This is an optimization exercise on Yosys and OpenROAD, whose aim is small area, a short achievable clock period and few clock cycles per item, not a production implementation. Only simulation tests tie the RTL to the original design; equivalence was not proved.

--- flow/constraint.sdc ---
create_clock -name core_clock -period 5.0 [get_ports {clk}]
set_input_delay 1.0000 -clock core_clock [delete_from_list [all_inputs] [get_ports {clk}]]
set_output_delay 1.0000 -clock core_clock [all_outputs]
set_load 0.01 [all_outputs]
--- flow/run.sh ---
#!/bin/bash
# synth_recipe.tcl (not shown) runs the flow's synth.tcl, then flattens the netlist and writes it again
# the make line also repeats each setting of config.mk as NAME=value (left out here)
make -C /OpenROAD-flow-scripts/flow DESIGN_CONFIG=/design/flow/config.mk WORK_HOME=/design/flow/orfs CLKGATE_MAP_FILE= SYNTH_SCRIPT=/design/flow/synth_recipe.tcl finish
--- flow/design.v ---
module present_rounds (
  input        [63:0]  s0,
  input       [127:0]  k0,
  input        [2:0]   c,
  output logic [63:0]  s4,
  output logic [127:0] k4,
  output logic [63:0]  ct
);
function automatic [3:0] sbox(input [3:0] x);
  case (x)
    4'h0: sbox = 4'hC;  4'h1: sbox = 4'h5;  4'h2: sbox = 4'h6;  4'h3: sbox = 4'hB;
    4'h4: sbox = 4'h9;  4'h5: sbox = 4'h0;  4'h6: sbox = 4'hA;  4'h7: sbox = 4'hD;
    4'h8: sbox = 4'h3;  4'h9: sbox = 4'hE;  4'hA: sbox = 4'hF;  4'hB: sbox = 4'h8;
    4'hC: sbox = 4'h4;  4'hD: sbox = 4'h7;  4'hE: sbox = 4'h1;  default: sbox = 4'h2;
  endcase
endfunction
function automatic [63:0] round(input [63:0] s, input [63:0] rk);
  logic [63:0] a, b;
  a = s ^ rk;
  for (int i = 0; i < 16; i++)
    b[4*i +: 4] = sbox(a[4*i +: 4]);
  for (int i = 0; i < 63; i++)
    round[(16*i) % 63] = b[i];
  round[63] = b[63];
endfunction
function automatic [127:0] kstep(input [127:0] k, input [4:0] rc);
  logic [127:0] r;
  r = {k[66:0], k[127:67]};
  r[127:124] = sbox(r[127:124]);
  r[123:120] = sbox(r[123:120]);
  r[66:62] = r[66:62] ^ rc;
  kstep = r;
endfunction
logic [63:0]  s1, s2, s3;
logic [127:0] k1, k2, k3;
logic [2:0]   c1;
always_comb begin
  c1 = c + 3'd1;
  s1 = round(s0, k0[127:64]);
  k1 = kstep(k0, {c, 2'd1});
  s2 = round(s1, k1[127:64]);
  k2 = kstep(k1, {c, 2'd2});
  s3 = round(s2, k2[127:64]);
  k3 = kstep(k2, {c, 2'd3});
  s4 = round(s3, k3[127:64]);
  k4 = kstep(k3, {c1, 2'd0});
  ct = s3 ^ k3[127:64];
end
endmodule
module avalon_accel(
  input  clk,
  input  reset_n,
  input         avs_write,
  input  [31:0] avs_writedata,
  output [31:0] avs_readdata,
  input  [4:0]  avs_address,
  output        avm_write,
  output        avm_read,
  input         avm_waitrequest,
  output [31:0] avm_writedata,
  input  [31:0] avm_readdata,
  output [31:0] avm_address,
  output  irq
);
logic [31:0] R [0:7];
always_ff @(posedge clk or negedge reset_n)
  if (!reset_n)
    for (int i = 0; i < 8; i++)
      R[i] <= '0;
  else if (avs_write)
    R[avs_address[4:2]] <= avs_writedata;
assign avs_readdata = R[avs_address[4:2]];
wire ctrl_wr = avs_write && (avs_address[4:2] == 3'd7);
localparam [2:0] B_EMPTY = 3'd0, B_PTLO = 3'd1, B_PTFULL = 3'd2, B_CT = 3'd3, B_CTHI = 3'd4;
logic [2:0]  bst;       
logic        job;       
logic        done;      
logic        run;       
logic [2:0]  c;         
logic [31:0] rrem;      
logic [29:0] rd_addr, wr_addr;
logic [63:0] buff;
logic [63:0] st;
logic [127:0] key;
wire start = ctrl_wr && avs_writedata[0] && !job && !done;
wire clear = ctrl_wr && (avs_writedata == 32'd0);
wire ack     = !avm_waitrequest;
wire rrem_nz = |rrem;
wire rd_lo   = job && (bst == B_EMPTY) && rrem_nz;
wire rd_hi   = (bst == B_PTLO);
wire wr_lo   = (bst == B_CT);
wire wr_hi   = (bst == B_CTHI);
wire rd_req  = rd_lo || rd_hi;
wire wr_req  = wr_lo || wr_hi;
wire rd_done_lo = rd_lo && ack;
wire rd_done_hi = rd_hi && ack;
wire wr_done_hi = wr_hi && ack;
wire [63:0]  s4, ct;
wire [127:0] k4;
present_rounds u_rounds (.s0(st), .k0(key), .c(c), .s4(s4), .k4(k4), .ct(ct));
wire cfin     = run && (c == 3'd7);
wire pt_avail = (bst == B_PTFULL) || rd_done_hi;
wire [63:0] pt = {(bst == B_PTFULL) ? buff[63:32] : avm_readdata, buff[31:0]};
wire load_pt  = pt_avail && (!run || cfin);
wire no_more  = !rrem_nz && (bst != B_PTFULL);
wire ct_last  = cfin && no_more && (bst == B_EMPTY);
wire ct_to_b  = (cfin && pt_avail) || ct_last;
wire advance  = run && !cfin;
wire irq_set = job && wr_done_hi && !rrem_nz && !run;
always_ff @(posedge clk or negedge reset_n)
  if (!reset_n) begin
    bst  <= B_EMPTY;
    job  <= 1'b0;
    done <= 1'b0;
    run  <= 1'b0;
  end else begin
    if (start) job <= 1'b1;
    else if (irq_set) job <= 1'b0;
    if (clear) done <= 1'b0;
    else if (irq_set) done <= 1'b1;
    if (load_pt) run <= 1'b1;
    else if (ct_last) run <= 1'b0;
    case (bst)
      B_EMPTY:  if (ct_last) bst <= B_CT;
                else if (rd_done_lo) bst <= B_PTLO;
      B_PTLO:   if (rd_done_hi) bst <= load_pt ? (cfin ? B_CT : B_EMPTY) : B_PTFULL;
      B_PTFULL: if (load_pt) bst <= cfin ? B_CT : B_EMPTY;
      B_CT:     if (ack) bst <= B_CTHI;
      B_CTHI:   if (ack) bst <= B_EMPTY;
      default:  bst <= B_EMPTY;
    endcase
  end
always_ff @(posedge clk) begin
  if (start) begin
    rd_addr <= R[4][31:2];
    wr_addr <= R[5][31:2];
    rrem    <= R[6];
  end else begin
    if (rd_req && ack) rd_addr <= rd_addr + 30'd1;
    if (wr_req && ack) wr_addr <= wr_addr + 30'd1;
    if (rd_done_hi) rrem <= rrem - 32'd1;
  end
  if (load_pt) begin
    st  <= pt;
    key <= {R[3], R[2], R[1], R[0]};
    c   <= 3'd0;
  end else if (advance) begin
    st  <= s4;
    key <= k4;
    c   <= c + 3'd1;
  end
  if (ct_to_b) buff <= ct;
  else begin
    if (rd_done_lo) buff[31:0] <= avm_readdata;
    if (rd_done_hi) buff[63:32] <= avm_readdata;
  end
end
assign irq           = done || irq_set;
assign avm_read      = rd_req;
assign avm_write     = wr_req;
assign avm_address   = {wr_req ? wr_addr : rd_addr, 2'b00};
assign avm_writedata = wr_hi ? buff[63:32] : buff[31:0];
endmodule
--- flow/config.mk ---
export PLATFORM = sky130hd
export DESIGN_NAME = avalon_accel
export DESIGN_NICKNAME = avalon_accel
export VERILOG_FILES = /design/flow/design.v
export SDC_FILE = /design/flow/constraint.sdc
export NUM_CORES = 4
export LEC_CHECK = 0
export CAP_MARGIN = 20
export CORE_MARGIN = 2
export CORE_UTILIZATION = 40
export SLEW_MARGIN = 20
==> run notes <==
-- cell families after synthesis --
group                    Yosys count  share of synthesized area
AND/OR/NAND/NOR                 1417                      0.135
adder cells (fa/ha/maj)          330                     0.0907
XOR/XNOR                         411                     0.0827
AO/OA/AOI/OAI                    662                     0.0942
other                              1                  0.0000824
flip-flops                       621                      0.379
multiplexers                     658                      0.180
buffers and inverters            471                     0.0393
-- metrics by stage --
stage	instances	setup WS (ns)
4_1_cts	7001	-0.114
3_5_place_dp	6817	-0.693
5_1_grt	7059	-0.266
6_report	7061	-0.170
3_3_place_gp	6817	-0.666
2_1_floorplan	4572	0.0193
-- synthesized netlist by cell type, types with 23 or more instances --
library cell	instances	area (µm²)
buf_1	24	90.1
mux4_2	94	2120
o21ai_0	143	716
mux2i_1	238	2380
xor2_1	176	1540
and3_1	33	206
nand3_1	71	355
ha_1	330	4130
nor2_1	324	1220
clkbuf_1	151	567
inv_1	273	1020
mux2_2	311	3500
dfrtp_1	262	6560
o21ai_1	30	150
a31oi_1	28	175
a211oi_1	27	203
a21oi_1	193	966
nand2_1	742	2790
nor3_1	65	325
nand4_1	23	144
or3_1	26	163
nor4_1	28	175
xnor2_1	217	1900
edfxtp_1	348	10500
-- worst max path at each step --
stage | from | endpoint | slack (ns) | cells past startpoint
after detailed placement | key[65] | st[0] | -0.69 | 21
after floorplan | st[16] | st[42] | 0.02 | 22
after global routing | st[5] | st[61] | -0.27 | 25
after global placement | key[65] | st[0] | -0.67 | 21
final | key[65] | st[0] | -0.17 | 22
after CTS | st[5] | st[58] | -0.11 | 21
-- final cells by class --
class | count | area, µm²
well taps | 1500 | 1880
diodes | 4 | 10.0
repair buffers | 1029 | 8810
flip-flops and latches | 621 | 17200
inverters | 285 | 1110
clock inverters | 42 | 539
multi-input cells | 3480 | 29900
fillers | 9939 | 51000
clock buffers | 100 | 2110
-- repair_timing --
action / in CTS / in global routing
gates resized for setup: 243 / 383
endpoints found under the setup margin: 79 / 77
pin swaps: 84 / 138
cloned: 0 / 0
setup buffers: 44 / 68
endpoints found under the hold margin: 0 / 0
-- worst max-delay path: cells and delay by family, from the launching register on --
family	cells	cell delay, ns
AO/OA/AOI/OAI	5	0.86
flip-flops	1	0.43
buffers and inverters	6	0.85
AND/OR/NAND/NOR	5	1.62
XOR/XNOR	2	0.35
multiplexers	1	0.22
adder cells (fa/ha/maj)	3	0.68
-- state kept, by name (all words and copies together) (netlist names) --
register and cells:
run 1, wr_addr 30, rrem 32, c 3, k4 6, buff 64, bst 3, job 1
key 128, R 256, u_rounds.k1 2, done 1, rd_addr 30, st 64
-- layer usage --
metal,global-route usage,vias to the layer above,wire [µm]
met4,0.156,2,11300
li1,-,18000,-
met1,0.411,20000,75900
met5,0,-,11
met2,0.487,1556,84000
met3,0.0367,341,12100
==> flow_summary.yaml <==
grt:
  grt_pass1_wl_um: 260000
  antenna_found_initial: 6
  grt_usage: 0.306
  gr-total-overflow: 0
  grt_max_degree: 103
  grt_pass1_vias: 38200
floorplan:
  dieWidth_um: 341
  die-area_um2: 116000
  start_util: 0.404
  io_pins: 172
  core_um2: 113000
  num_rows: 123
  die_y_um: 341
place:
  place_congestion: 1.03
  port_buffers: 167
  hpwl_um: 143000
  place_area_um2: 54800
final_layout:
  drive_gt1_frac: 0.343
  layout_commonest_cell: "buf_4"
  syn_to_final_growth_pct: 35.4
  fin_util: 0.547
  final_cell_mix: "764 x buf_4, 735 x nand2_1, 348 x edfxtp_1"
  nets: 5897
  finalInstanceArea_um2: 61600
clock_tree:
  cts.sinks: 621
  hold_buffers: 0
  htreeDepth: 3
  clkLatencyLatePin_ns: 0.68
  path_clk_slew_ns: 0.06
  max-clock-path-buffers: 3
  numCtsBuffers: 77
  cts_tree: "done"
  root_buffer: "clkbuf_16"
synth:
  netlist_area_um2: 45500
  yosysWarningCount: 3
  synth_edf_count: 348
  ys_ff_latch: 621
  syn_inst: 4571
  ys_seq_area_frac: 0.379
  async_flop_share: 0.422
  syn_avg_cell_area_um2: 9.96
  synth_ff_type: "edfxtp_1"
  ys_types: 98
timing:
  finalSetupViolations: 18
  maxSlewViolCount: 0
  max_slew_margin: 0.265
  hold_violations: 0
  worst_pin_slew_ns: 1.10
  fin_ws_ns: -0.170
  hold_ws_ns: 0.307
  final.setup.tns_ns: -0.873
  layout_worst_path_cycle_share: 1.03
  layout_min_cycle_time_ns: 5.17
  finClkSkew_ns: 0.0476
  fmax_mhz: 193
  rsz0062_at_grt: "true"
detailed_routing:
  ant_nets: 0
  drc_errors: 0
  totalWireLength_um: 183000
  post_drt_wl_per_cell_um: 26.0
  dr.pass1.iters: 8
  via_per_inst: 5.65
  initialDrtViolationCount: 4058
  vias: 39900
critical_path:
  start_kind: "flip-flop"
  cp.arrival_ns: 5.66
  worst-endpoint-required_ns: 5.49
  cpMaxStageDelayCell: "or4_1"
  worst_r2r_startpoint: "key[65]"
  reg2regPathDepth: 22
  path_class: "flip-flop to flip-flop"
  end_kind: "flip-flop"
  reg2reg_to: "st[0]"
  slowest_delay_ns: 0.50
  path_max_fanout: 4
  rrSetupSlack_ns: -0.17
  crit_chain: "xor2_2, ha_1, inv_1, or4_1, o311a_1, and2_4, ha_4, or3_4, a32oi_2, buf_6, xnor2_4, buf_12, buf_6, ha_4, or3_4, and4_4, a2111oi_4, clkbuf_16, mux2i_2, o22ai_2, a21oi_2, buf_4"
outcome:
  outcome: "failed layout checks"
  failed_checks: "setup timing"
run:
  max_cap_viol_count: 0
worst_hold_path:
  hold_path_class: "input port to asynchronous set/reset pin"
Testbench counts, summed over its fixed seeds: cycles 8,153, blocks 799.

-- static timing again, ports no longer ideal --
The results above use ideal ports. As a check the final layout listed here was re-extracted and re-timed, cells and wires unchanged. Step 1 assumes that a clkbuf_16 drives the clock port and a buf_2 every other input. Step 2 adds t to the input delays and takes it off the output delays; t is the mean of the earliest and latest rising clock arrival at the registers after step 1. Input paths then give back, and output paths get back, about the clock's delay inside the block. Slacks: ideal ports / drivers / drivers and shift; pairs: ideal ports / drivers.
shift t [ns]: 0.731
setup slack, ns: -0.170 / -0.170 / -0.170
hold slack, ns: 0.307 / 0.279 / 0.502
pins driven straight from the clock port: 1
For this run, drivers alone change the setup slack by 0.000 ns; drivers and shift together by 0.000 ns.
